From an optimization exercise on the open Yosys and OpenROAD flow, aimed at small area, a short achievable clock period and few clock cycles; shortcuts taken in it are not production practice.
No run shown here included a check of the RTL's function; only the layout flow was run.
Power and IR drop assume default switching activity.

==> flow/design.v, too long to show whole: its modules and the start of the top module <==
// module booth_multiplier: 761 lines
// module bm_fa: 6 lines
module booth_multiplier(clk, reset_n, multiplier, multiplicand, op_start, op_clear, op_done, result);
  // ...
==> flow/run.sh <==
#!/bin/bash
# synth_recipe.tcl (not shown) runs the flow's synth.tcl, then flattens the netlist and writes it again
# the make line also repeats each setting of config.mk as NAME=value (left out here)
make -C /OpenROAD-flow-scripts/flow DESIGN_CONFIG=/design/flow/config.mk WORK_HOME=/design/flow/orfs CLKGATE_MAP_FILE= SYNTH_SCRIPT=/design/flow/synth_recipe.tcl finish
==> flow/config.mk <==
export PLATFORM = sky130hd
export DESIGN_NAME = booth_multiplier
export DESIGN_NICKNAME = booth_multiplier
export VERILOG_FILES = /design/flow/design.v
export SDC_FILE = /design/flow/constraint.sdc
export NUM_CORES = 4
export LEC_CHECK = 0
export ABC_CLOCK_PERIOD_IN_PS = 2500
export CAP_MARGIN = 20
export CORE_MARGIN = 2
export CORE_UTILIZATION = 50
export PLACE_DENSITY = 0.65
export SLEW_MARGIN = 20
export SYNTH_HIERARCHICAL = 1
==> flow/constraint.sdc <==
create_clock -name core_clock -period 5.5 [get_ports {clk}]
set_input_delay 1.1000 -clock core_clock [delete_from_list [all_inputs] [get_ports {clk}]]
set_output_delay 1.1000 -clock core_clock [all_outputs]
set_load 0.01 [all_outputs]
==> impl_results.md, run 1 <==
- Status: no timing/DRC/antenna violations
- Setup crit end kind: register
- CP dominant cell by count: o21ai_0
- CP Max Fanout: 5
- Routed WL: 68.09 mm
- Util after Layout: 0.5808
- RSZ-0062 raised after global routing: no
- Crit path launch: L0[0]$_SDFF_PN0_
- Clock transition at path regs: 0.06 ns
- Yosys warns: 7
- Hold Crit Class: reg2reg
- First-pass GRT wire length: 107.9 mm
- Layout net count: about 2,900
- Die W: roughly 220 um
- Seq/Total Area, Yosys: 0.2761
- Post-synthesis xor/xnor area fraction: 0.1240
- Slowest-stage cell, CP: fa_1
- Port Buffers: 260
- Syn Inst Count: roughly 2,300
- Syn Area/Cell: 10.03 um2
- Antenna cell count: 0
- # rows: 79
- Clock sink count: 292
- Number of synthesized flops with an enable pin: 64
- Hold Buf Count CTS: 0
- Pwr/cell area: just under 600 nW/um2
- Switching Fraction: 0.4321
- Multi-input logic area: 15,510 um2
- # setup viols final: 0
- Die area: between 40,000 and 50,000 um2
- Drt wl/cell: 22.57 um
- Arrival time at the worst endpoint: 4.19 ns
- Via-to-Cell Ratio: 6.052
- R2r startpoint: L0[0]$_SDFF_PN0_
- Post-CTS setup buffers: 0
- Post-CTS Resized: 0
- Die span in y: 220.9 um
- Register bit count reported by yosys: 292
- Worst Setup Slack, final: 1.741 ns
- Antenna viol nets, final: 0
- Max cap viols: 0
- Non-clock buffer share: 0.1025
==> run 2: changes to the inputs <==
--- a/flow/design.v
+++ b/flow/design.v
@@ -730,18 +730,449 @@
 	assign tC[70] = 1'b0;
 	assign tS[71] = pp3[65];
 	assign tC[71] = fc260;
 	assign tS[72] = 1'b1;
 	assign tC[72] = 1'b0;
 	assign tS[73] = 1'b0;
 	assign tC[73] = 1'b0;
 	wire [8:0] lo = {1'b0, L0} + {1'b0, L1} + {8'b0, lc};
-	wire [72:0] fullx = {S[63:0], L0, 1'b1} + {C[63:0], L1, lc};
-	wire [71:0] full = fullx[72:1];
+	wire [71:0] xa = {S[63:0], L0};
+	wire [71:0] xb = {C[63:0], L1};
+	wire [71:0] xp = xa ^ xb;
+	wire [71:0] xg = xa & xb;
+	wire pg0_1_g = xg[0] | (xp[0] & lc);
+	wire pg0_3_g = xg[2] | (xp[2] & xg[1]);
+	wire pg0_3_p = xp[2] & xp[1];
+	wire pg0_5_g = xg[4] | (xp[4] & xg[3]);
+	wire pg0_5_p = xp[4] & xp[3];
+	wire pg0_7_g = xg[6] | (xp[6] & xg[5]);
+	wire pg0_7_p = xp[6] & xp[5];
+	wire pg0_9_g = xg[8] | (xp[8] & xg[7]);
+	wire pg0_9_p = xp[8] & xp[7];
+	wire pg0_11_g = xg[10] | (xp[10] & xg[9]);
+	wire pg0_11_p = xp[10] & xp[9];
+	wire pg0_13_g = xg[12] | (xp[12] & xg[11]);
+	wire pg0_13_p = xp[12] & xp[11];
+	wire pg0_15_g = xg[14] | (xp[14] & xg[13]);
+	wire pg0_15_p = xp[14] & xp[13];
+	wire pg0_17_g = xg[16] | (xp[16] & xg[15]);
+	wire pg0_17_p = xp[16] & xp[15];
+	wire pg0_19_g = xg[18] | (xp[18] & xg[17]);
+	wire pg0_19_p = xp[18] & xp[17];
+	wire pg0_21_g = xg[20] | (xp[20] & xg[19]);
+	wire pg0_21_p = xp[20] & xp[19];
+	wire pg0_23_g = xg[22] | (xp[22] & xg[21]);
+	wire pg0_23_p = xp[22] & xp[21];
+	wire pg0_25_g = xg[24] | (xp[24] & xg[23]);
+	wire pg0_25_p = xp[24] & xp[23];
+	wire pg0_27_g = xg[26] | (xp[26] & xg[25]);
+	wire pg0_27_p = xp[26] & xp[25];
+	wire pg0_29_g = xg[28] | (xp[28] & xg[27]);
+	wire pg0_29_p = xp[28] & xp[27];
+	wire pg0_31_g = xg[30] | (xp[30] & xg[29]);
+	wire pg0_31_p = xp[30] & xp[29];
+	wire pg0_33_g = xg[32] | (xp[32] & xg[31]);
+	wire pg0_33_p = xp[32] & xp[31];
+	wire pg0_35_g = xg[34] | (xp[34] & xg[33]);
+	wire pg0_35_p = xp[34] & xp[33];
+	wire pg0_37_g = xg[36] | (xp[36] & xg[35]);
+	wire pg0_37_p = xp[36] & xp[35];
+	wire pg0_39_g = xg[38] | (xp[38] & xg[37]);
+	wire pg0_39_p = xp[38] & xp[37];
+	wire pg0_41_g = xg[40] | (xp[40] & xg[39]);
+	wire pg0_41_p = xp[40] & xp[39];
+	wire pg0_43_g = xg[42] | (xp[42] & xg[41]);
+	wire pg0_43_p = xp[42] & xp[41];
+	wire pg0_45_g = xg[44] | (xp[44] & xg[43]);
+	wire pg0_45_p = xp[44] & xp[43];
+	wire pg0_47_g = xg[46] | (xp[46] & xg[45]);
+	wire pg0_47_p = xp[46] & xp[45];
+	wire pg0_49_g = xg[48] | (xp[48] & xg[47]);
+	wire pg0_49_p = xp[48] & xp[47];
+	wire pg0_51_g = xg[50] | (xp[50] & xg[49]);
+	wire pg0_51_p = xp[50] & xp[49];
+	wire pg0_53_g = xg[52] | (xp[52] & xg[51]);
+	wire pg0_53_p = xp[52] & xp[51];
+	wire pg0_55_g = xg[54] | (xp[54] & xg[53]);
+	wire pg0_55_p = xp[54] & xp[53];
+	wire pg0_57_g = xg[56] | (xp[56] & xg[55]);
+	wire pg0_57_p = xp[56] & xp[55];
+	wire pg0_59_g = xg[58] | (xp[58] & xg[57]);
+	wire pg0_59_p = xp[58] & xp[57];
+	wire pg0_61_g = xg[60] | (xp[60] & xg[59]);
+	wire pg0_61_p = xp[60] & xp[59];
+	wire pg0_63_g = xg[62] | (xp[62] & xg[61]);
+	wire pg0_63_p = xp[62] & xp[61];
+	wire pg0_65_g = xg[64] | (xp[64] & xg[63]);
+	wire pg0_65_p = xp[64] & xp[63];
+	wire pg0_67_g = xg[66] | (xp[66] & xg[65]);
+	wire pg0_67_p = xp[66] & xp[65];
+	wire pg0_69_g = xg[68] | (xp[68] & xg[67]);
+	wire pg0_69_p = xp[68] & xp[67];
+	wire pg0_71_g = xg[70] | (xp[70] & xg[69]);
+	wire pg0_71_p = xp[70] & xp[69];
+	wire pg1_2_g = xg[1] | (xp[1] & pg0_1_g);
+	wire pg1_3_g = pg0_3_g | (pg0_3_p & pg0_1_g);
+	wire pg1_6_g = xg[5] | (xp[5] & pg0_5_g);
+	wire pg1_6_p = xp[5] & pg0_5_p;
+	wire pg1_7_g = pg0_7_g | (pg0_7_p & pg0_5_g);
+	wire pg1_7_p = pg0_7_p & pg0_5_p;
+	wire pg1_10_g = xg[9] | (xp[9] & pg0_9_g);
+	wire pg1_10_p = xp[9] & pg0_9_p;
+	wire pg1_11_g = pg0_11_g | (pg0_11_p & pg0_9_g);
+	wire pg1_11_p = pg0_11_p & pg0_9_p;
+	wire pg1_14_g = xg[13] | (xp[13] & pg0_13_g);
+	wire pg1_14_p = xp[13] & pg0_13_p;
+	wire pg1_15_g = pg0_15_g | (pg0_15_p & pg0_13_g);
+	wire pg1_15_p = pg0_15_p & pg0_13_p;
+	wire pg1_18_g = xg[17] | (xp[17] & pg0_17_g);
+	wire pg1_18_p = xp[17] & pg0_17_p;
+	wire pg1_19_g = pg0_19_g | (pg0_19_p & pg0_17_g);
+	wire pg1_19_p = pg0_19_p & pg0_17_p;
+	wire pg1_22_g = xg[21] | (xp[21] & pg0_21_g);
+	wire pg1_22_p = xp[21] & pg0_21_p;
+	wire pg1_23_g = pg0_23_g | (pg0_23_p & pg0_21_g);
+	wire pg1_23_p = pg0_23_p & pg0_21_p;
+	wire pg1_26_g = xg[25] | (xp[25] & pg0_25_g);
+	wire pg1_26_p = xp[25] & pg0_25_p;
+	wire pg1_27_g = pg0_27_g | (pg0_27_p & pg0_25_g);
+	wire pg1_27_p = pg0_27_p & pg0_25_p;
+	wire pg1_30_g = xg[29] | (xp[29] & pg0_29_g);
+	wire pg1_30_p = xp[29] & pg0_29_p;
+	wire pg1_31_g = pg0_31_g | (pg0_31_p & pg0_29_g);
+	wire pg1_31_p = pg0_31_p & pg0_29_p;
+	wire pg1_34_g = xg[33] | (xp[33] & pg0_33_g);
+	wire pg1_34_p = xp[33] & pg0_33_p;
+	wire pg1_35_g = pg0_35_g | (pg0_35_p & pg0_33_g);
+	wire pg1_35_p = pg0_35_p & pg0_33_p;
+	wire pg1_38_g = xg[37] | (xp[37] & pg0_37_g);
+	wire pg1_38_p = xp[37] & pg0_37_p;
+	wire pg1_39_g = pg0_39_g | (pg0_39_p & pg0_37_g);
+	wire pg1_39_p = pg0_39_p & pg0_37_p;
+	wire pg1_42_g = xg[41] | (xp[41] & pg0_41_g);
+	wire pg1_42_p = xp[41] & pg0_41_p;
+	wire pg1_43_g = pg0_43_g | (pg0_43_p & pg0_41_g);
+	wire pg1_43_p = pg0_43_p & pg0_41_p;
+	wire pg1_46_g = xg[45] | (xp[45] & pg0_45_g);
+	wire pg1_46_p = xp[45] & pg0_45_p;
+	wire pg1_47_g = pg0_47_g | (pg0_47_p & pg0_45_g);
+	wire pg1_47_p = pg0_47_p & pg0_45_p;
+	wire pg1_50_g = xg[49] | (xp[49] & pg0_49_g);
+	wire pg1_50_p = xp[49] & pg0_49_p;
+	wire pg1_51_g = pg0_51_g | (pg0_51_p & pg0_49_g);
+	wire pg1_51_p = pg0_51_p & pg0_49_p;
+	wire pg1_54_g = xg[53] | (xp[53] & pg0_53_g);
+	wire pg1_54_p = xp[53] & pg0_53_p;
+	wire pg1_55_g = pg0_55_g | (pg0_55_p & pg0_53_g);
+	wire pg1_55_p = pg0_55_p & pg0_53_p;
+	wire pg1_58_g = xg[57] | (xp[57] & pg0_57_g);
+	wire pg1_58_p = xp[57] & pg0_57_p;
+	wire pg1_59_g = pg0_59_g | (pg0_59_p & pg0_57_g);
+	wire pg1_59_p = pg0_59_p & pg0_57_p;
+	wire pg1_62_g = xg[61] | (xp[61] & pg0_61_g);
+	wire pg1_62_p = xp[61] & pg0_61_p;
+	wire pg1_63_g = pg0_63_g | (pg0_63_p & pg0_61_g);
+	wire pg1_63_p = pg0_63_p & pg0_61_p;
+	wire pg1_66_g = xg[65] | (xp[65] & pg0_65_g);
+	wire pg1_66_p = xp[65] & pg0_65_p;
+	wire pg1_67_g = pg0_67_g | (pg0_67_p & pg0_65_g);
+	wire pg1_67_p = pg0_67_p & pg0_65_p;
+	wire pg1_70_g = xg[69] | (xp[69] & pg0_69_g);
+	wire pg1_70_p = xp[69] & pg0_69_p;
+	wire pg1_71_g = pg0_71_g | (pg0_71_p & pg0_69_g);
+	wire pg1_71_p = pg0_71_p & pg0_69_p;
+	wire pg2_4_g = xg[3] | (xp[3] & pg1_3_g);
+	wire pg2_5_g = pg0_5_g | (pg0_5_p & pg1_3_g);
+	wire pg2_6_g = pg1_6_g | (pg1_6_p & pg1_3_g);
+	wire pg2_7_g = pg1_7_g | (pg1_7_p & pg1_3_g);
+	wire pg2_12_g = xg[11] | (xp[11] & pg1_11_g);
+	wire pg2_12_p = xp[11] & pg1_11_p;
+	wire pg2_13_g = pg0_13_g | (pg0_13_p & pg1_11_g);
+	wire pg2_13_p = pg0_13_p & pg1_11_p;
+	wire pg2_14_g = pg1_14_g | (pg1_14_p & pg1_11_g);
+	wire pg2_14_p = pg1_14_p & pg1_11_p;
+	wire pg2_15_g = pg1_15_g | (pg1_15_p & pg1_11_g);
+	wire pg2_15_p = pg1_15_p & pg1_11_p;
+	wire pg2_20_g = xg[19] | (xp[19] & pg1_19_g);
+	wire pg2_20_p = xp[19] & pg1_19_p;
+	wire pg2_21_g = pg0_21_g | (pg0_21_p & pg1_19_g);
+	wire pg2_21_p = pg0_21_p & pg1_19_p;
+	wire pg2_22_g = pg1_22_g | (pg1_22_p & pg1_19_g);
+	wire pg2_22_p = pg1_22_p & pg1_19_p;
+	wire pg2_23_g = pg1_23_g | (pg1_23_p & pg1_19_g);
+	wire pg2_23_p = pg1_23_p & pg1_19_p;
+	wire pg2_28_g = xg[27] | (xp[27] & pg1_27_g);
+	wire pg2_28_p = xp[27] & pg1_27_p;
+	wire pg2_29_g = pg0_29_g | (pg0_29_p & pg1_27_g);
+	wire pg2_29_p = pg0_29_p & pg1_27_p;
+	wire pg2_30_g = pg1_30_g | (pg1_30_p & pg1_27_g);
+	wire pg2_30_p = pg1_30_p & pg1_27_p;
+	wire pg2_31_g = pg1_31_g | (pg1_31_p & pg1_27_g);
+	wire pg2_31_p = pg1_31_p & pg1_27_p;
+	wire pg2_36_g = xg[35] | (xp[35] & pg1_35_g);
+	wire pg2_36_p = xp[35] & pg1_35_p;
+	wire pg2_37_g = pg0_37_g | (pg0_37_p & pg1_35_g);
+	wire pg2_37_p = pg0_37_p & pg1_35_p;
+	wire pg2_38_g = pg1_38_g | (pg1_38_p & pg1_35_g);
+	wire pg2_38_p = pg1_38_p & pg1_35_p;
+	wire pg2_39_g = pg1_39_g | (pg1_39_p & pg1_35_g);
+	wire pg2_39_p = pg1_39_p & pg1_35_p;
+	wire pg2_44_g = xg[43] | (xp[43] & pg1_43_g);
+	wire pg2_44_p = xp[43] & pg1_43_p;
+	wire pg2_45_g = pg0_45_g | (pg0_45_p & pg1_43_g);
+	wire pg2_45_p = pg0_45_p & pg1_43_p;
+	wire pg2_46_g = pg1_46_g | (pg1_46_p & pg1_43_g);
+	wire pg2_46_p = pg1_46_p & pg1_43_p;
+	wire pg2_47_g = pg1_47_g | (pg1_47_p & pg1_43_g);
+	wire pg2_47_p = pg1_47_p & pg1_43_p;
+	wire pg2_52_g = xg[51] | (xp[51] & pg1_51_g);
+	wire pg2_52_p = xp[51] & pg1_51_p;
+	wire pg2_53_g = pg0_53_g | (pg0_53_p & pg1_51_g);
+	wire pg2_53_p = pg0_53_p & pg1_51_p;
+	wire pg2_54_g = pg1_54_g | (pg1_54_p & pg1_51_g);
+	wire pg2_54_p = pg1_54_p & pg1_51_p;
+	wire pg2_55_g = pg1_55_g | (pg1_55_p & pg1_51_g);
+	wire pg2_55_p = pg1_55_p & pg1_51_p;
+	wire pg2_60_g = xg[59] | (xp[59] & pg1_59_g);
+	wire pg2_60_p = xp[59] & pg1_59_p;
+	wire pg2_61_g = pg0_61_g | (pg0_61_p & pg1_59_g);
+	wire pg2_61_p = pg0_61_p & pg1_59_p;
+	wire pg2_62_g = pg1_62_g | (pg1_62_p & pg1_59_g);
+	wire pg2_62_p = pg1_62_p & pg1_59_p;
+	wire pg2_63_g = pg1_63_g | (pg1_63_p & pg1_59_g);
+	wire pg2_63_p = pg1_63_p & pg1_59_p;
+	wire pg2_68_g = xg[67] | (xp[67] & pg1_67_g);
+	wire pg2_68_p = xp[67] & pg1_67_p;
+	wire pg2_69_g = pg0_69_g | (pg0_69_p & pg1_67_g);
+	wire pg2_69_p = pg0_69_p & pg1_67_p;
+	wire pg2_70_g = pg1_70_g | (pg1_70_p & pg1_67_g);
+	wire pg2_70_p = pg1_70_p & pg1_67_p;
+	wire pg2_71_g = pg1_71_g | (pg1_71_p & pg1_67_g);
+	wire pg2_71_p = pg1_71_p & pg1_67_p;
+	wire pg3_8_g = xg[7] | (xp[7] & pg2_7_g);
+	wire pg3_9_g = pg0_9_g | (pg0_9_p & pg2_7_g);
+	wire pg3_10_g = pg1_10_g | (pg1_10_p & pg2_7_g);
+	wire pg3_11_g = pg1_11_g | (pg1_11_p & pg2_7_g);
+	wire pg3_12_g = pg2_12_g | (pg2_12_p & pg2_7_g);
+	wire pg3_13_g = pg2_13_g | (pg2_13_p & pg2_7_g);
+	wire pg3_14_g = pg2_14_g | (pg2_14_p & pg2_7_g);
+	wire pg3_15_g = pg2_15_g | (pg2_15_p & pg2_7_g);
+	wire pg3_24_g = xg[23] | (xp[23] & pg2_23_g);
+	wire pg3_24_p = xp[23] & pg2_23_p;
+	wire pg3_25_g = pg0_25_g | (pg0_25_p & pg2_23_g);
+	wire pg3_25_p = pg0_25_p & pg2_23_p;
+	wire pg3_26_g = pg1_26_g | (pg1_26_p & pg2_23_g);
+	wire pg3_26_p = pg1_26_p & pg2_23_p;
+	wire pg3_27_g = pg1_27_g | (pg1_27_p & pg2_23_g);
+	wire pg3_27_p = pg1_27_p & pg2_23_p;
+	wire pg3_28_g = pg2_28_g | (pg2_28_p & pg2_23_g);
+	wire pg3_28_p = pg2_28_p & pg2_23_p;
+	wire pg3_29_g = pg2_29_g | (pg2_29_p & pg2_23_g);
+	wire pg3_29_p = pg2_29_p & pg2_23_p;
+	wire pg3_30_g = pg2_30_g | (pg2_30_p & pg2_23_g);
+	wire pg3_30_p = pg2_30_p & pg2_23_p;
+	wire pg3_31_g = pg2_31_g | (pg2_31_p & pg2_23_g);
+	wire pg3_31_p = pg2_31_p & pg2_23_p;
+	wire pg3_40_g = xg[39] | (xp[39] & pg2_39_g);
+	wire pg3_40_p = xp[39] & pg2_39_p;
+	wire pg3_41_g = pg0_41_g | (pg0_41_p & pg2_39_g);
+	wire pg3_41_p = pg0_41_p & pg2_39_p;
+	wire pg3_42_g = pg1_42_g | (pg1_42_p & pg2_39_g);
+	wire pg3_42_p = pg1_42_p & pg2_39_p;
+	wire pg3_43_g = pg1_43_g | (pg1_43_p & pg2_39_g);
+	wire pg3_43_p = pg1_43_p & pg2_39_p;
+	wire pg3_44_g = pg2_44_g | (pg2_44_p & pg2_39_g);
+	wire pg3_44_p = pg2_44_p & pg2_39_p;
+	wire pg3_45_g = pg2_45_g | (pg2_45_p & pg2_39_g);
+	wire pg3_45_p = pg2_45_p & pg2_39_p;
+	wire pg3_46_g = pg2_46_g | (pg2_46_p & pg2_39_g);
+	wire pg3_46_p = pg2_46_p & pg2_39_p;
+	wire pg3_47_g = pg2_47_g | (pg2_47_p & pg2_39_g);
+	wire pg3_47_p = pg2_47_p & pg2_39_p;
+	wire pg3_56_g = xg[55] | (xp[55] & pg2_55_g);
+	wire pg3_56_p = xp[55] & pg2_55_p;
+	wire pg3_57_g = pg0_57_g | (pg0_57_p & pg2_55_g);
+	wire pg3_57_p = pg0_57_p & pg2_55_p;
+	wire pg3_58_g = pg1_58_g | (pg1_58_p & pg2_55_g);
+	wire pg3_58_p = pg1_58_p & pg2_55_p;
+	wire pg3_59_g = pg1_59_g | (pg1_59_p & pg2_55_g);
+	wire pg3_59_p = pg1_59_p & pg2_55_p;
+	wire pg3_60_g = pg2_60_g | (pg2_60_p & pg2_55_g);
+	wire pg3_60_p = pg2_60_p & pg2_55_p;
+	wire pg3_61_g = pg2_61_g | (pg2_61_p & pg2_55_g);
+	wire pg3_61_p = pg2_61_p & pg2_55_p;
+	wire pg3_62_g = pg2_62_g | (pg2_62_p & pg2_55_g);
+	wire pg3_62_p = pg2_62_p & pg2_55_p;
+	wire pg3_63_g = pg2_63_g | (pg2_63_p & pg2_55_g);
+	wire pg3_63_p = pg2_63_p & pg2_55_p;
+	wire pg3_72_g = xg[71] | (xp[71] & pg2_71_g);
+	wire pg3_72_p = xp[71] & pg2_71_p;
+	wire pg4_16_g = xg[15] | (xp[15] & pg3_15_g);
+	wire pg4_17_g = pg0_17_g | (pg0_17_p & pg3_15_g);
+	wire pg4_18_g = pg1_18_g | (pg1_18_p & pg3_15_g);
+	wire pg4_19_g = pg1_19_g | (pg1_19_p & pg3_15_g);
+	wire pg4_20_g = pg2_20_g | (pg2_20_p & pg3_15_g);
+	wire pg4_21_g = pg2_21_g | (pg2_21_p & pg3_15_g);
+	wire pg4_22_g = pg2_22_g | (pg2_22_p & pg3_15_g);
+	wire pg4_23_g = pg2_23_g | (pg2_23_p & pg3_15_g);
+	wire pg4_24_g = pg3_24_g | (pg3_24_p & pg3_15_g);
+	wire pg4_25_g = pg3_25_g | (pg3_25_p & pg3_15_g);
+	wire pg4_26_g = pg3_26_g | (pg3_26_p & pg3_15_g);
+	wire pg4_27_g = pg3_27_g | (pg3_27_p & pg3_15_g);
+	wire pg4_28_g = pg3_28_g | (pg3_28_p & pg3_15_g);
+	wire pg4_29_g = pg3_29_g | (pg3_29_p & pg3_15_g);
+	wire pg4_30_g = pg3_30_g | (pg3_30_p & pg3_15_g);
+	wire pg4_31_g = pg3_31_g | (pg3_31_p & pg3_15_g);
+	wire pg4_48_g = xg[47] | (xp[47] & pg3_47_g);
+	wire pg4_48_p = xp[47] & pg3_47_p;
+	wire pg4_49_g = pg0_49_g | (pg0_49_p & pg3_47_g);
+	wire pg4_49_p = pg0_49_p & pg3_47_p;
+	wire pg4_50_g = pg1_50_g | (pg1_50_p & pg3_47_g);
+	wire pg4_50_p = pg1_50_p & pg3_47_p;
+	wire pg4_51_g = pg1_51_g | (pg1_51_p & pg3_47_g);
+	wire pg4_51_p = pg1_51_p & pg3_47_p;
+	wire pg4_52_g = pg2_52_g | (pg2_52_p & pg3_47_g);
+	wire pg4_52_p = pg2_52_p & pg3_47_p;
+	wire pg4_53_g = pg2_53_g | (pg2_53_p & pg3_47_g);
+	wire pg4_53_p = pg2_53_p & pg3_47_p;
+	wire pg4_54_g = pg2_54_g | (pg2_54_p & pg3_47_g);
+	wire pg4_54_p = pg2_54_p & pg3_47_p;
+	wire pg4_55_g = pg2_55_g | (pg2_55_p & pg3_47_g);
+	wire pg4_55_p = pg2_55_p & pg3_47_p;
+	wire pg4_56_g = pg3_56_g | (pg3_56_p & pg3_47_g);
+	wire pg4_56_p = pg3_56_p & pg3_47_p;
+	wire pg4_57_g = pg3_57_g | (pg3_57_p & pg3_47_g);
+	wire pg4_57_p = pg3_57_p & pg3_47_p;
+	wire pg4_58_g = pg3_58_g | (pg3_58_p & pg3_47_g);
+	wire pg4_58_p = pg3_58_p & pg3_47_p;
+	wire pg4_59_g = pg3_59_g | (pg3_59_p & pg3_47_g);
+	wire pg4_59_p = pg3_59_p & pg3_47_p;
+	wire pg4_60_g = pg3_60_g | (pg3_60_p & pg3_47_g);
+	wire pg4_60_p = pg3_60_p & pg3_47_p;
+	wire pg4_61_g = pg3_61_g | (pg3_61_p & pg3_47_g);
+	wire pg4_61_p = pg3_61_p & pg3_47_p;
+	wire pg4_62_g = pg3_62_g | (pg3_62_p & pg3_47_g);
+	wire pg4_62_p = pg3_62_p & pg3_47_p;
+	wire pg4_63_g = pg3_63_g | (pg3_63_p & pg3_47_g);
+	wire pg4_63_p = pg3_63_p & pg3_47_p;
+	wire pg5_32_g = xg[31] | (xp[31] & pg4_31_g);
+	wire pg5_33_g = pg0_33_g | (pg0_33_p & pg4_31_g);
+	wire pg5_34_g = pg1_34_g | (pg1_34_p & pg4_31_g);
+	wire pg5_35_g = pg1_35_g | (pg1_35_p & pg4_31_g);
+	wire pg5_36_g = pg2_36_g | (pg2_36_p & pg4_31_g);
+	wire pg5_37_g = pg2_37_g | (pg2_37_p & pg4_31_g);
+	wire pg5_38_g = pg2_38_g | (pg2_38_p & pg4_31_g);
+	wire pg5_39_g = pg2_39_g | (pg2_39_p & pg4_31_g);
+	wire pg5_40_g = pg3_40_g | (pg3_40_p & pg4_31_g);
+	wire pg5_41_g = pg3_41_g | (pg3_41_p & pg4_31_g);
+	wire pg5_42_g = pg3_42_g | (pg3_42_p & pg4_31_g);
+	wire pg5_43_g = pg3_43_g | (pg3_43_p & pg4_31_g);
+	wire pg5_44_g = pg3_44_g | (pg3_44_p & pg4_31_g);
+	wire pg5_45_g = pg3_45_g | (pg3_45_p & pg4_31_g);
+	wire pg5_46_g = pg3_46_g | (pg3_46_p & pg4_31_g);
+	wire pg5_47_g = pg3_47_g | (pg3_47_p & pg4_31_g);
+	wire pg5_48_g = pg4_48_g | (pg4_48_p & pg4_31_g);
+	wire pg5_49_g = pg4_49_g | (pg4_49_p & pg4_31_g);
+	wire pg5_50_g = pg4_50_g | (pg4_50_p & pg4_31_g);
+	wire pg5_51_g = pg4_51_g | (pg4_51_p & pg4_31_g);
+	wire pg5_52_g = pg4_52_g | (pg4_52_p & pg4_31_g);
+	wire pg5_53_g = pg4_53_g | (pg4_53_p & pg4_31_g);
+	wire pg5_54_g = pg4_54_g | (pg4_54_p & pg4_31_g);
+	wire pg5_55_g = pg4_55_g | (pg4_55_p & pg4_31_g);
+	wire pg5_56_g = pg4_56_g | (pg4_56_p & pg4_31_g);
+	wire pg5_57_g = pg4_57_g | (pg4_57_p & pg4_31_g);
+	wire pg5_58_g = pg4_58_g | (pg4_58_p & pg4_31_g);
+	wire pg5_59_g = pg4_59_g | (pg4_59_p & pg4_31_g);
+	wire pg5_60_g = pg4_60_g | (pg4_60_p & pg4_31_g);
+	wire pg5_61_g = pg4_61_g | (pg4_61_p & pg4_31_g);
+	wire pg5_62_g = pg4_62_g | (pg4_62_p & pg4_31_g);
+	wire pg5_63_g = pg4_63_g | (pg4_63_p & pg4_31_g);
+	wire pg6_64_g = xg[63] | (xp[63] & pg5_63_g);
+	wire pg6_65_g = pg0_65_g | (pg0_65_p & pg5_63_g);
+	wire pg6_66_g = pg1_66_g | (pg1_66_p & pg5_63_g);
+	wire pg6_67_g = pg1_67_g | (pg1_67_p & pg5_63_g);
+	wire pg6_68_g = pg2_68_g | (pg2_68_p & pg5_63_g);
+	wire pg6_69_g = pg2_69_g | (pg2_69_p & pg5_63_g);
+	wire pg6_70_g = pg2_70_g | (pg2_70_p & pg5_63_g);
+	wire pg6_71_g = pg2_71_g | (pg2_71_p & pg5_63_g);
+	wire pg6_72_g = pg3_72_g | (pg3_72_p & pg5_63_g);
+	wire [71:0] full;
+	assign full[0] = xp[0] ^ lc;
+	assign full[1] = xp[1] ^ pg0_1_g;
+	assign full[2] = xp[2] ^ pg1_2_g;
+	assign full[3] = xp[3] ^ pg1_3_g;
+	assign full[4] = xp[4] ^ pg2_4_g;
+	assign full[5] = xp[5] ^ pg2_5_g;
+	assign full[6] = xp[6] ^ pg2_6_g;
+	assign full[7] = xp[7] ^ pg2_7_g;
+	assign full[8] = xp[8] ^ pg3_8_g;
+	assign full[9] = xp[9] ^ pg3_9_g;
+	assign full[10] = xp[10] ^ pg3_10_g;
+	assign full[11] = xp[11] ^ pg3_11_g;
+	assign full[12] = xp[12] ^ pg3_12_g;
+	assign full[13] = xp[13] ^ pg3_13_g;
+	assign full[14] = xp[14] ^ pg3_14_g;
+	assign full[15] = xp[15] ^ pg3_15_g;
+	assign full[16] = xp[16] ^ pg4_16_g;
+	assign full[17] = xp[17] ^ pg4_17_g;
+	assign full[18] = xp[18] ^ pg4_18_g;
+	assign full[19] = xp[19] ^ pg4_19_g;
+	assign full[20] = xp[20] ^ pg4_20_g;
+	assign full[21] = xp[21] ^ pg4_21_g;
+	assign full[22] = xp[22] ^ pg4_22_g;
+	assign full[23] = xp[23] ^ pg4_23_g;
+	assign full[24] = xp[24] ^ pg4_24_g;
+	assign full[25] = xp[25] ^ pg4_25_g;
+	assign full[26] = xp[26] ^ pg4_26_g;
+	assign full[27] = xp[27] ^ pg4_27_g;
+	assign full[28] = xp[28] ^ pg4_28_g;
+	assign full[29] = xp[29] ^ pg4_29_g;
+	assign full[30] = xp[30] ^ pg4_30_g;
+	assign full[31] = xp[31] ^ pg4_31_g;
+	assign full[32] = xp[32] ^ pg5_32_g;
+	assign full[33] = xp[33] ^ pg5_33_g;
+	assign full[34] = xp[34] ^ pg5_34_g;
+	assign full[35] = xp[35] ^ pg5_35_g;
+	assign full[36] = xp[36] ^ pg5_36_g;
+	assign full[37] = xp[37] ^ pg5_37_g;
+	assign full[38] = xp[38] ^ pg5_38_g;
+	assign full[39] = xp[39] ^ pg5_39_g;
+	assign full[40] = xp[40] ^ pg5_40_g;
+	assign full[41] = xp[41] ^ pg5_41_g;
+	assign full[42] = xp[42] ^ pg5_42_g;
+	assign full[43] = xp[43] ^ pg5_43_g;
+	assign full[44] = xp[44] ^ pg5_44_g;
+	assign full[45] = xp[45] ^ pg5_45_g;
+	assign full[46] = xp[46] ^ pg5_46_g;
+	assign full[47] = xp[47] ^ pg5_47_g;
+	assign full[48] = xp[48] ^ pg5_48_g;
+	assign full[49] = xp[49] ^ pg5_49_g;
+	assign full[50] = xp[50] ^ pg5_50_g;
+	assign full[51] = xp[51] ^ pg5_51_g;
+	assign full[52] = xp[52] ^ pg5_52_g;
+	assign full[53] = xp[53] ^ pg5_53_g;
+	assign full[54] = xp[54] ^ pg5_54_g;
+	assign full[55] = xp[55] ^ pg5_55_g;
+	assign full[56] = xp[56] ^ pg5_56_g;
+	assign full[57] = xp[57] ^ pg5_57_g;
+	assign full[58] = xp[58] ^ pg5_58_g;
+	assign full[59] = xp[59] ^ pg5_59_g;
+	assign full[60] = xp[60] ^ pg5_60_g;
+	assign full[61] = xp[61] ^ pg5_61_g;
+	assign full[62] = xp[62] ^ pg5_62_g;
+	assign full[63] = xp[63] ^ pg5_63_g;
+	assign full[64] = xp[64] ^ pg6_64_g;
+	assign full[65] = xp[65] ^ pg6_65_g;
+	assign full[66] = xp[66] ^ pg6_66_g;
+	assign full[67] = xp[67] ^ pg6_67_g;
+	assign full[68] = xp[68] ^ pg6_68_g;
+	assign full[69] = xp[69] ^ pg6_69_g;
+	assign full[70] = xp[70] ^ pg6_70_g;
+	assign full[71] = xp[71] ^ pg6_71_g;
 	always @(posedge clk) begin
 		a <= multiplicand;
 		one <= one_n;
 		two <= two_n;
 		neg <= neg_n;
 		cnt <= run ? cnt + {3'b0, ~last} : 4'd0;
 		if (step) begin
 			S <= tS[73:8];
==> run 2 against run 1 <==
Maximum frequency rose by 0.66%; synthesized cell count fell by 12%; die area fell by 5.6%; sequential share of layout area rose by 1.3 points; combinational power fell by 5.5%; hold slack barely moved; flip-flop and latch count did not move; critical endpoint is now S[63]$_DFF_P_; largest power group unchanged.
==> impl_results.md, run 2 <==
- CP Class: reg2reg (unchanged)
- Post-CTS Resized: 0 (unchanged)
- Longest Clk Path Bufs: 3 (unchanged)
- Combinational Power Share: 0.601 (was 0.603)
- First-pass GRT wire length: 96.22 mm (was 107.9 mm)
- Hold Buf Count CTS: 0 (unchanged)
- Top FF cell, synth: dfxtp_1 (unchanged)
- Leading post-synthesis cells by cell area: fa_1 24%, dfxtp_1 20%, xnor2_1 11%, a22oi_1 9.0%, edfxtp_1 8.7% (was fa_1 22%, dfxtp_1 19%, xnor2_1 11%, a22oi_1 8.6%, edfxtp_1 8.2%)
- All-layer global routing usage: 0.2653 (was 0.2769)
- Dominant cell type by area after synthesis: fa_1 (unchanged)
- Commonest non-fill, non-tap cell in the layout: xnor2_1 (unchanged)
- H-tree depth: 2 (unchanged)
- Antenna viol nets, final: 0 (unchanged)
- # setup viols final: 0 (unchanged)
- Net switching power: 6.403 mW (was 6.905 mW)
- CTS tree: built (unchanged)
- I/O pin cnt: 261 (unchanged)
- Asr flop ratio synth: 0.006849 (unchanged)
- Area growth, synth to finish: 15.67% (was 14.68%)
- Post-Synth Simple-Gate Area: 0.07553 (was 0.08679)
- Via-to-Cell Ratio: 5.872 (was 6.052)
- Via Count: 16,250 (was 18,260)
- Most frequent cells in the layout: 277 x xnor2_1, 266 x a22oi_1, 263 x fa_1, 260 x clkdlybuf4s50_1, 214 x dfxtp_1 (was 304 x xnor2_1, 270 x a22oi_1, 260 x clkdlybuf4s50_1, 259 x fa_1, 214 x dfxtp_1)
- Syn Std Cell Area: 22,180 um2 (was 23,530 um2)
- Seq/Total Area, Yosys: 0.2929 (was 0.2761)
- Routability cong.: 0.8747 (was 0.9372)
- Core footprint: 44,030 um2 (was 46,460 um2)
- Critical Path RT: 6.00 ns (was 5.93 ns)
- # DRC: 0 (unchanged)
- Arrival time at the worst endpoint: 4.23 ns (was 4.19 ns)
- Routed WL: 61.12 mm (was 68.09 mm)
- Post-synthesis xor/xnor area fraction: 0.1220 (was 0.1240)
- Die W: 214.6 um (was 220.9 um)
- Largest net degree at the start of global routing: 68 (was 111)
- Initial Utilization: 0.5038 (was 0.5064)
- Dpl cells: 2,705 (was 2,949)
- TritonRoute pass-1 iters: 8 (was 6)
- Mux contribution to synthesized area: 0.007897 (was 0.002712)
- Area fraction in compound gates after synthesis: 0.1582 (was 0.1832)
- Worst hold slack: 0.4455 ns (was 0.4451 ns)
- Die span in y: 214.6 um (was 220.9 um)
- Post-CTS setup buffers: 0 (unchanged)
- Hpwl dp: 45.13 mm (was 50.72 mm)
- Fill cells: 3,680 (was 3,993)
- RSZ-0062 raised after global routing: no (unchanged)
- Die area: 46,070 um2 (was 48,800 um2)
- Initial antenna violation count: 0 (unchanged)
- Sequential power share: 0.248 (was 0.238)
- Max FFs per register: 66 (unchanged)
- CP max stage delay: 0.55 ns (was 0.47 ns)
- # rows: 77 (was 79)
- Max Slew Vio Count: 0 (unchanged)
- Post-route setup TNS: 0 ns (unchanged)
- Non-Filler Instances: 2,768 (was 3,017)
- Util after Layout: 0.5828 (was 0.5808)
- Tcrit/Tclk final: 0.6790 (was 0.6835)
- Worst-path cell chain: inv_1 -> fa_1 -> nand2b_1 -> a21oi_1 -> o21ai_1 -> a21bo_4 -> a2111oi_4 -> o21ai_2 -> o41ai_4 -> a211oi_2 -> or4_1 -> nand3_1 (was fa_1 -> a211oi_1 -> o21ai_2 -> o2111ai_2 -> nand4_1 -> a21oi_1 -> o21bai_1 -> a31oi_1 -> o21ai_0 -> xnor2_1 -> o21ai_0)
- Syn Area/Cell: 10.70 um2 (was 10.03 um2)
- DR iter-0 viols: 1,322 (was 1,880)
- Root buffer cell: clkbuf_16 (unchanged)
- Max cap viols: 0 (unchanged)
- Slowest-stage cell, CP: or4_1 (was fa_1)
- Layout net count: 2,623 (was 2,851)
- Area share of fa/ha/maj cells after synthesis: 0.2808 (was 0.2619)
- Fin. Hold Viols: 0 (unchanged)
- Pwr/cell area: 590.2 nW/um2 (was 592.3 nW/um2)
- Clock Power Share: 0.151 (was 0.159)
- Leak pwr: 10.18 nW (was 10.42 nW)
- Clock sink count: 292 (unchanged)
- Syn Inst Count: 2,074 (was 2,345)
- Post-synth cell types: 74 (was 67)
- CP startpoint kind: register (unchanged)
- Num CTS Buffers: 36 (was 37)
- Fin Clk Skew: 0.01926 ns (was 0.02452 ns)
- Status: no timing/DRC/antenna violations (unchanged)
- Post-synth top cells: 277 x xnor2_1, 266 x a22oi_1, 263 x fa_1, 226 x dfxtp_1, 106 x nand2_1 (was 304 x xnor2_1, 270 x a22oi_1, 259 x fa_1, 226 x dfxtp_1, 165 x nand2_1)
- Antenna cell count: 0 (unchanged)
- Setup slack, reg-to-reg: 1.77 ns (was 1.74 ns)
- Biggest register: S (unchanged)
- Yosys warns: 7 (unchanged)
- CP Max Fanout: 8 (was 5)
- Peak supply drop: 0.0003201 V (was 0.0003534 V)
- Slew margin rel.: 0.2688 (was 0.2091)
- Worst slew pin tran: 1.097 ns (was 1.186 ns)
- Vias in the first global route: 16,510 (was 18,660)
- P_int: 8.741 mW (was 9.077 mW)
- Hold Crit Class: reg2reg (unchanged)
- Port Buffers: 260 (unchanged)
- Dominant combinational cell family by area after synthesis: adder cells (unchanged)
- Overflow after GRT: 0 (unchanged)
- Max Fclk: 0.2678 GHz (was 0.2660 GHz)
- Switching Fraction: 0.4228 (was 0.4321)
- Register bit count reported by yosys: 292 (unchanged)
- Crit path time final: 3.734 ns (was 3.759 ns)
- Largest regs: S x66, a x64, rlo x64 (unchanged)
- Share of post-route cells with drive strength above 1: 0.05423 (was 0.04647)
- Count leader, synth: xnor2_1 (unchanged)
- Worst skew pair latency: 0.56 ns (was 0.57 ns)
- Clock transition at path regs: 0.06 ns (about the same)
- Number of synthesized flops with an enable pin: 64 (unchanged)
- Area fraction of the dominant cell type after synthesis: 0.2374 (was 0.2204)
- Setup crit end kind: register (unchanged)
- Drt wl/cell: 22.08 um (was 22.57 um)
-- run 2: cell count changes after synthesis, sizes merged, moves of 9 or more --
cell	before	now
a21o	35	24
a21oi	125	71
or3	3	12
o21bai	19	2
mux2i	3	13
nand4	28	13
xnor2	304	277
o21ai	98	66
nand2	165	106
nor2	59	41
nor2b	14	4
clkbuf	170	137
-- run 2: final timing paths --
kind / from / cells past startpoint / endpoint
worst max register to register: L0[0]$_SDFF_PN0_ / 12 / S[63]$_DFF_P_
worst min register to register: rlo[21]$_DFFE_PN_ / 0 / rlo[13]$_DFFE_PN_
worst max-delay path: L0[0]$_SDFF_PN0_ / 12 / S[63]$_DFF_P_
min in group asynchronous: reset_n / 1 / done$_DFFE_PN0P_
max in group asynchronous: reset_n / 1 / run$_DFF_PN0_
worst min-delay path: rlo[21]$_DFFE_PN_ / 0 / rlo[13]$_DFFE_PN_
-- run 2: stage by stage --
stage / area, um2 / power, mW / setup slack (ns)
after detailed placement: 24530 / 12.87 / 1.833
after floorplan: 22190 / 9.653 / 2.334
after global routing: 25660 / 16.49 / 1.548
after global placement: 24520 / 12.70 / 1.928
final: 25660 / 15.14 / 1.766
after CTS: 25660 / 15.24 / 1.799
-- run 2: power by group through the flow --
stage                     combinational, mW  clock (mW)  sequential, mW
after floorplan                        6.31           0            3.34
after global placement                 8.93           0            3.77
after detailed placement               9.07           0            3.80
after CTS                              9.15        2.34            3.76
after global routing                   10.2        2.42            3.84
final                                  9.10        2.29            3.76
-- run 2: cell type report --
cell class	count	area, um2	share of cell area
flip-flops and latches	292	6530	0.2545
inverters	35	132.6	0.005169
clock buffers	51	1007	0.03925
clock inverters	12	121.4	0.004730
multi-input cells	1498	14310	0.5579
well taps	592	740.7	0.02887
repair buffers	288	2813	0.1096
-- run 2: cells by family after synthesis --
logic type               after synthesis
buffers and inverters                286
adder cells (fa/ha/maj)              340
AO/OA/AOI/OAI                        499
AND/OR/NAND/NOR                      330
flip-flops                           292
XOR/XNOR                             309
multiplexers                          17
other                                  1
-- run 2: Yosys stat by module (local to each module, per instance) --
module,times used,cells,cell area (um2)
bm_fa,257,1,20.02
booth_multiplier,1,1817,17040
-- run 2: worst max-delay path, delay by kind of cell, from the launching register on --
family	cells	cell delay (ns)
AOI/OAI and AO/OA	7	2.06
and+or+nand+nor	3	0.82
adders and majority gates	1	0.43
DFF	1	0.31
buffers and inverters	1	0.05
-- run 2: routing by layer --
| layer | part of all wire | global-route usage | vias up |
|---|---|---|---|
| met2 | 0.46 | 0.4110 | 641 |
| met5 | 0 | 0 | - |
| li1 | - | - | 7352 |
| met3 | 0.072 | 0.04511 | 92 |
| met1 | 0.45 | 0.3842 | 8169 |
| met4 | 0.024 | 0.07523 | 0 |
==> run 3: changes to the inputs <==
--- a/flow/config.mk
+++ b/flow/config.mk
@@ -10,5 +10,6 @@
 export CORE_MARGIN = 2
 export CORE_UTILIZATION = 50
 export PLACE_DENSITY = 0.65
+export SETUP_SLACK_MARGIN = 3.0
 export SLEW_MARGIN = 20
 export SYNTH_HIERARCHICAL = 1
==> run 3 against run 2 <==
First-iteration DRC count up 45%; routed wire length up 38%; hold slack worse by 0.0067 ns; critical path depth unchanged; clock power up 17%; non-clock buffer count up 157; critical endpoint unchanged.
==> impl_results.md, run 3 <==
- Status: no timing/DRC/antenna violations (unchanged)
- Root buffer cell: clkbuf_16 (unchanged)
- Dominant combinational cell family by area after synthesis: adder cells (unchanged)
- Met2 WL: 38.60 mm (was 27.93 mm)
- Arrival time at the worst endpoint: 3.63 ns (was 4.23 ns)
- # setup viols final: 0 (unchanged)
- Drt wl/cell: 28.70 um (was 22.08 um)
- First-pass GRT wire length: 123.7 mm (was 96.22 mm)
- I/O pin cnt: 261 (unchanged)
- Top FF cell, synth: dfxtp_1 (unchanged)
- Yosys warns: 7 (unchanged)
- Biggest register: S (unchanged)
- RSZ-0062 raised after global routing: yes (was no)
- Non-Filler Instances: 2,932 (was 2,768)
- All-layer global routing usage: 0.3593 (was 0.2653)
- Via-to-Cell Ratio: 6.325 (was 5.872)
- Post-synth cell types: 74 (unchanged)
- Peak supply drop: 0.0003447 V (was 0.0003201 V)
- Routability cong.: 0.8877 (was 0.8747)
- Share of post-route cells with drive strength above 1: 0.3645 (was 0.05423)
- Die W: 214.6 um (unchanged)
- H-tree depth: 2 (unchanged)
- Fill cells: 3,131 (was 3,680)
- Hold Buf Count CTS: 0 (unchanged)
- Routed WL: 84.16 mm (was 61.12 mm)
- Seq/Total Area, Yosys: 0.2929 (unchanged)
- DR iter-0 viols: 1,912 (was 1,322)
- CP Max Fanout: 5 (was 8)
- Max Slew Vio Count: 0 (unchanged)
- Largest regs: S x66, a x64, rlo x64 (unchanged)
- Post-synthesis xor/xnor area fraction: 0.1220 (unchanged)
- Asr flop ratio synth: 0.006849 (unchanged)
- Leading post-synthesis cells by cell area: fa_1 24%, dfxtp_1 20%, xnor2_1 11%, a22oi_1 9.0%, edfxtp_1 8.7% (unchanged)
- Clock sink count: 292 (unchanged)
- DR top layer: met4 (unchanged)
- Power, Total: 17.87 mW (was 15.14 mW)
- Initial Utilization: 0.5038 (unchanged)
- # DRC: 0 (unchanged)
- Layout net count: 2,782 (was 2,623)
- Area share of fa/ha/maj cells after synthesis: 0.2808 (unchanged)
- FF+latch area: 6676 um2 (was 6530 um2)
- Tcrit/Tclk final: 0.5666 (was 0.6790)
- Count leader, synth: xnor2_1 (unchanged)
- Max cap viols: 0 (unchanged)
- CP Class: reg2reg (unchanged)
- Via Count: 18,540 (was 16,250)
- Leak pwr: 12.26 nW (was 10.18 nW)
- # rows: 77 (unchanged)
- Wire length on met1: 31.35 mm (was 27.36 mm)
- Vias in the first global route: 19,190 (was 16,510)
- Hpwl dp: 47.04 mm (was 45.13 mm)
- Area fraction of the dominant cell type after synthesis: 0.2374 (unchanged)
- CP max stage delay: 0.51 ns (was 0.55 ns)
- Port Buffers: 260 (unchanged)
- Critical Path RT: 6.01 ns (was 6.00 ns)
- TritonRoute pass-1 iters: 7 (was 8)
- CP startpoint kind: register (unchanged)
- Antenna viol nets, final: 0 (unchanged)
- Max Fclk: 0.3209 GHz (was 0.2678 GHz)
- Register bit count reported by yosys: 292 (unchanged)
- Hold Crit Class: reg2reg (unchanged)
- Dpl cells: 2,698 (was 2,705)
- Longest Clk Path Bufs: 3 (unchanged)
- Number of synthesized flops with an enable pin: 64 (unchanged)
- Overflow after GRT: 0 (unchanged)
- Fin. Hold Viols: 0 (unchanged)
- Largest net degree at the start of global routing: 77 (was 68)
- Slew margin rel.: 0.4426 (was 0.2688)
- Commonest non-fill, non-tap cell in the layout: xnor2_1 (unchanged)
- Worst slew pin tran: 0.8361 ns (was 1.097 ns)
- Clock transition at path regs: 0.07 ns (was 0.06 ns)
- Max FFs per register: 66 (unchanged)
- Post-synth top cells: 277 x xnor2_1, 266 x a22oi_1, 263 x fa_1, 226 x dfxtp_1, 106 x nand2_1 (unchanged)
- Post-Synth Simple-Gate Area: 0.07553 (unchanged)
- Area growth, synth to finish: 38.09% (was 15.67%)
- Pwr/cell area: 583.4 nW/um2 (was 590.2 nW/um2)
- Die span in y: 214.6 um (unchanged)
- Fin Clk Skew: 0.02530 ns (was 0.01926 ns)
- Initial antenna violation count: 1 (was 0)
- WL met3: 8.930 mm (was 4.373 mm)
- Setup crit end kind: register (unchanged)
- Dpl cell area: 25,150 um2 (was 24,530 um2)
- Worst-path cell chain: ha_4 -> nand4_1 -> a211oi_2 -> o21ai_4 -> a21bo_4 -> a2111oi_4 -> o21ai_2 -> o41ai_4 -> buf_6 -> a211oi_4 -> or4_1 -> nand3_1 (was inv_1 -> fa_1 -> nand2b_1 -> a21oi_1 -> o21ai_1 -> a21bo_4 -> a2111oi_4 -> o21ai_2 -> o41ai_4 -> a211oi_2 -> or4_1 -> nand3_1)
- Slowest-stage cell, CP: or4_1 (unchanged)
- Antenna cell count: 0 (unchanged)
- Mux contribution to synthesized area: 0.007897 (unchanged)
- Area fraction in compound gates after synthesis: 0.1582 (unchanged)
- Crit path time final: 3.116 ns (was 3.734 ns)
- Final Instance Area: 30,630 um2 (was 25,660 um2)
- Syn Area/Cell: 10.70 um2 (unchanged)
- Dominant cell type by area after synthesis: fa_1 (unchanged)
- Syn Inst Count: 2,074 (unchanged)
- Most frequent cells in the layout: 214 x xnor2_1, 159 x fa_2, 136 x a22oi_1, 133 x dfxtp_1, 131 x clkdlybuf4s50_1 (was 277 x xnor2_1, 266 x a22oi_1, 263 x fa_1, 260 x clkdlybuf4s50_1, 214 x dfxtp_1)
- Core footprint: 44,030 um2 (unchanged)
- Num CTS Buffers: 38 (was 36)
- Post-route setup TNS: 0 ns (unchanged)
- Syn Std Cell Area: 22,180 um2 (unchanged)
- Worst skew pair latency: 0.58 ns (was 0.56 ns)
- Die area: 46,070 um2 (unchanged)
- Multi-input logic area: 16,630 um2 (was 14,310 um2)
- CTS tree: built (unchanged)
run 3: cell count changes in the layout (fill, tap and decap cells not counted), sizes merged:
cell / change
buf: +155
clkinvlp: +3
clkdlybuf4s50: -129
clkbuf: -5
clkinv: +3
bufbuf: +2
dlygate4sd2: +124
clkdlybuf4s15: +5
inv: +2
bufinv: +4
run 3: kinds of logic (layout without fill, tap and decap cells):
logic type	after synthesis	after routing
compound gates	499	499
xor+xnor	309	309
fa+ha+maj	340	340
buf+inv	286	550
flops	292	292
mux	17	17
other cells	1	3
simple gates	330	330
run 3: metal layers:
metal | GRT usage | vias up
li1 | - | 7705
met1 | 0.4613 | 9376
met2 | 0.5673 | 1166
met3 | 0.08340 | 297
met4 | 0.1896 | 0
met5 | 0 | -
run 3: final cells by class:
type | count | share of cell area
clock buffers | 46 | 0.03402
clock inverters | 24 | 0.009517
inverters | 35 | 0.004371
multi-input cells | 1498 | 0.5430
flip-flops and latches | 292 | 0.2180
well taps | 592 | 0.02418
repair buffers | 445 | 0.1670
run 3: path summary, 6_finish.rpt:
check | start | end | slack (ns) | cells past startpoint
max | S[2]$_DFF_P_ | S[63]$_DFF_P_ | 2.38 | 12
min reg2reg | rlo[61]$_DFFE_PN_ | rlo[53]$_DFFE_PN_ | 0.44 | 0
min | rlo[61]$_DFFE_PN_ | rlo[53]$_DFFE_PN_ | 0.44 | 0
min in group asynchronous | reset_n | run$_DFF_PN0_ | 0.70 | 1
max in group asynchronous | reset_n | run$_DFF_PN0_ | 4.65 | 1
max reg2reg | S[2]$_DFF_P_ | S[63]$_DFF_P_ | 2.38 | 12
run 3: repair_timing:
action / CTS / global route
endpoints found under the setup margin: 287 / 143
setup buffers: 123 / 19
pin swaps: 210 / 127
resized for setup: 542 / 162
gates cloned: 22 / 0
run 3: critical path, delay by kind of cell (launching register included):
kind / cells / cell delay [ns]
adders and majority gates: 1 / 0.29
buffers and inverters: 1 / 0.18
AOI/OAI and AO/OA: 7 / 1.47
DFF: 1 / 0.36
and+or+nand+nor: 3 / 0.73
run 3: where the power goes:
part	internal [mW]	switching (mW)	total, mW
combinational	5.75	5.83	11.6
clock	1.60	1.08	2.68
sequential	2.92	0.681	3.60
run 3: modules after synthesis, one instance, submodules excluded:
| module | cells | flops+latches |
|---|---|---|
| booth_multiplier | 1817 | 292 |
| bm_fa | 1 | 0 |
run 3: per-stage QoR:
stage	hold slack [ns]	util	setup slack [ns]
final	0.4388	0.6957	2.384
after global routing	0.4479	0.6957	2.278
after CTS	0.4413	0.6768	2.299
after detailed placement	0.4310	0.5713	1.866
after global placement	0.4301	0.5713	1.925
after floorplan	0.4990	-	2.454

==> afterwards: timing with drivers on the ports <==
How much do the figures lean on ideal ports? The routed layouts below were timed once more, with nothing changed but the port constraints.
Step 1 (the two cells are an assumption about what drives the block):
set clk [get_ports {clk}]
set_driving_cell -lib_cell sky130_fd_sc_hd__clkbuf_16 $clk
set_driving_cell -lib_cell sky130_fd_sc_hd__buf_2 [delete_from_list [all_inputs] $clk]
Step 2 times the ports against the registers' clock, not the clock port: input delays grow and output delays shrink by t, the midpoint of the rising clock arrivals with the driver on.
Slacks: ideal ports / drivers / drivers and shift; pairs: ideal ports / drivers.
run | t (ns) | setup slack, ns | hold slack, ns | clock arrival spread, ns | worst data-port slew with drivers (ns)
run 1 | 0.614 | 1.741 / 1.741 / 1.741 | 0.445 / 0.445 / 0.445 | 0.026 / 0.026 | 0.07
run 2 | 0.607 | 1.766 / 1.766 / 1.766 | 0.445 / 0.445 / 0.445 | 0.020 / 0.021 | 0.07
run 3 | 0.629 | 2.384 / 2.384 / 2.384 | 0.439 / 0.439 / 0.439 | 0.026 / 0.027 | 0.07
After both steps setup and hold are still met in every run listed.
